From an optimization exercise on the open Yosys and OpenROAD flow, aimed at a short achievable clock period and few clock cycles per item; shortcuts taken in it are not production practice. Only simulation tests tie the RTL to the original design; equivalence was not proved. Power and IR drop assume default switching activity.

==> flow/design.v (excerpt) <==
module processor_arm
    #(parameter N = 64) (
    input  logic         CLOCK_50, reset,
    output logic [N-1:0] IM_addr,
    input  logic [31:0]  IM_readData,
    output logic [N-1:0] DM_writeData, DM_addr,
    output logic         DM_writeEnable, DM_readEnable,
    input  logic [N-1:0] DM_readData
);
Settings: LEC_CHECK=0, CAP_MARGIN=30, CORE_MARGIN=2, CORE_UTILIZATION=35, PLACE_DENSITY=0.45, SLEW_MARGIN=50, SYNTH_HIERARCHICAL=1, SYNTH_MINIMUM_KEEP_SIZE=0; clock period 10.0 ns.
standard.sh (not shown) runs the stock make flow with config.mk's settings and CLKGATE_MAP_FILE= SYNTH_SCRIPT=/design/flow/synth_recipe.tcl, a recipe that flattens the netlist after the stock synthesis.
==> flow/flow/run.sh <==
#!/bin/bash
# Standard layout (the standard.sh, standard synthesis unchanged), with the
# timing repair asked to aim well below the clock period, and the port buffers
# made plain buffers (the default picks a delay cell, which the footprint-
# matching repair then cannot swap for a faster buffer).
set -euo pipefail
bash standard.sh SETUP_SLACK_MARGIN=7 "BUFFER_PORTS_ARGS=-buffer_cell sky130_fd_sc_hd__buf_6" finish > flow_make.log 2>&1
The baseline completed without violations.
Testbench counts at the start, summed over its fixed seeds: cycles 51,357, instrs 48,617.
Next try:
--- a/flow/design.v
+++ b/flow/design.v
@@ -136,21 +136,21 @@
                    (is_orri & (ir_d[21:10] != 12'd0));
     logic [31:0] zvo;
     assign zvo = {1'b1, zbit};
     fpred FP(.frt(frt), .zvo(zvo), .d_en(v_d & writes), .d_rd(rt), .dkz(dkz),
              .e_en(we_e), .e_rd(rd_e), .ze(ekz_e), .fz(fz));
     logic fzn;
     fpredn FPN(.frt(frt), .zvo(zvo), .d_en(v_d & writes), .d_rd(rt), .dkz(dkz),
                .e_en(we_e), .e_rd(rd_e), .ze(ekz_e), .fzn(fzn));
     assign pred_f = f_cbz & fz;
     logic [9:0] target_f;
-    ks_add10 TADD(.a(pc), .b(fi[14:5]), .s(target_f));
+    assign target_f = pc + fi[14:5];
     logic [4:0]  f_r2;
     logic [30:0] f_oh1, f_oh2;
     assign f_r2 = fi[28] ? fi[4:0] : fi[20:16];
     always_comb
         for (int i = 0; i < 31; i++) begin
             f_oh1[i] = (fi[9:5] == i);
             f_oh2[i] = (f_r2 == i);
         end
     logic [63:0] bimm;
     always_comb begin
@@ -159,21 +159,21 @@
         else                    bimm = {52'd0, ir_d[21:10]};
     end
     logic        go;
     assign sub_d = is_sub | is_subi;
     assign go    = v_d & ~stall;
     logic [9:0] pc_base, pc_next, ima_next;
     logic [9:0] pa, pa_r, pcb_r, fix_r, x1, x0, x1r, x0r;
     logic       red1, red0;
     assign pc_base = stall ? pc : pc1;
     assign pa      = (f_cbz & ~stall) ? target_f : pc_base;
-    assign pa_r    = (f_cbz & ~stall & ~reset) ? target_f : reset ? 10'd0 : pc_base;
+    assign pa_r    = reset ? 10'd0 : pa;
     assign pcb_r   = reset ? 10'd0 : pc_base;
     assign fix_r   = reset ? 10'd0 : fix_pc;
     assign red1    = rd_ne | rd_e1;
     assign red0    = rd_ne | rd_e0;
     pcsel2 P1(.red(red1), .fz(fz), .fix(fix_pc), .pa(pa), .pb(pc_base), .y(x1));
     pcsel2 P0(.red(red0), .fz(fz), .fix(fix_pc), .pa(pa), .pb(pc_base), .y(x0));
     pcsel2n R1(.red(red1), .fzn(fzn), .fix(fix_r), .pa(pa_r), .pb(pcb_r), .y(x1r));
     pcsel2n R0(.red(red0), .fzn(fzn), .fix(fix_r), .pa(pa_r), .pb(pcb_r), .y(x0r));
     zsel ZS1(.z(z_e), .x1(x1), .x0(x0), .y(pc_next));
     zsel ZS2(.z(z_e), .x1(x1r), .x0(x0r), .y(ima_next));
@@ -350,36 +350,10 @@
     assign fzn = (d_en & (d_rd == frt)) ? ~dkz :
                  (e_en & (e_rd == frt)) ? ~ze : ~zvo[frt];
 endmodule
 module pcsel2n (
     input  logic       red, fzn,
     input  logic [9:0] fix, pa, pb,
     output logic [9:0] y
 );
     assign y = red ? fix : fzn ? pb : pa;
 endmodule
-module ks_add10 (
-    input  logic [9:0] a, b,
-    output logic [9:0] s
-);
-    logic [9:0]  p0, c;
-    logic [49:0] G, P;
-    assign p0 = a ^ b;
-    assign G[9:0] = a & b;
-    assign P[9:0] = p0;
-    genvar l, i;
-    generate
-        for (l = 1; l < 5; l = l + 1) begin : lvl
-            for (i = 0; i < 10; i = i + 1) begin : bt
-                if (i >= (1 << (l - 1))) begin : op
-                    assign G[l*10+i] = G[(l-1)*10+i] | (P[(l-1)*10+i] & G[(l-1)*10+i-(1 << (l-1))]);
-                    assign P[l*10+i] = P[(l-1)*10+i] & P[(l-1)*10+i-(1 << (l-1))];
-                end else begin : pass
-                    assign G[l*10+i] = G[(l-1)*10+i];
-                    assign P[l*10+i] = P[(l-1)*10+i];
-                end
-            end
-        end
-    endgenerate
-    assign c = {G[4*10+8:4*10], 1'b0};
-    assign s = p0 ^ c;
-endmodule
Effect:
- via count decreases slightly
- worst setup slack gets worse by 0.035 ns
- wire length decreases by a few percent
- clock skew increases by 0.038 ns
- clock power stays flat
- synthesized area decreases slightly
- final area decreases by a few percent
- sequential power is about the same
- non-clock buffer count decreases by 139
- global-route usage increases by 0.19 points
Testbench counts after the change, summed over its fixed seeds: cycles 51,357, instrs 48,617.

port drivers added, routing unchanged:
No port has a modelled driver above. Below, the same layouts with a new extraction and two added sets of constraints. Step 1 assumes that a clkbuf_16 drives the clock port and a buf_2 every other input. Step 2 moves the port delays by t, midway between the first and last clock arrival at a register: inputs arrive t later, outputs are due t later. That takes back most of the time a late clock gives input paths. Three values: no drivers, after step 1, after step 2; two values: the first two.
run	t, ns	setup slack, ns	worst setup path after step 2
the first run	1.025	6.538 / 6.432 / 5.513	input to register
the second run	1.042	6.503 / 6.395 / 5.541	input to register
After both steps setup and hold are still met in every run listed. The setup slack of the first run, which loses most, moves by -0.106 ns with the drivers and by -1.025 ns with both steps.
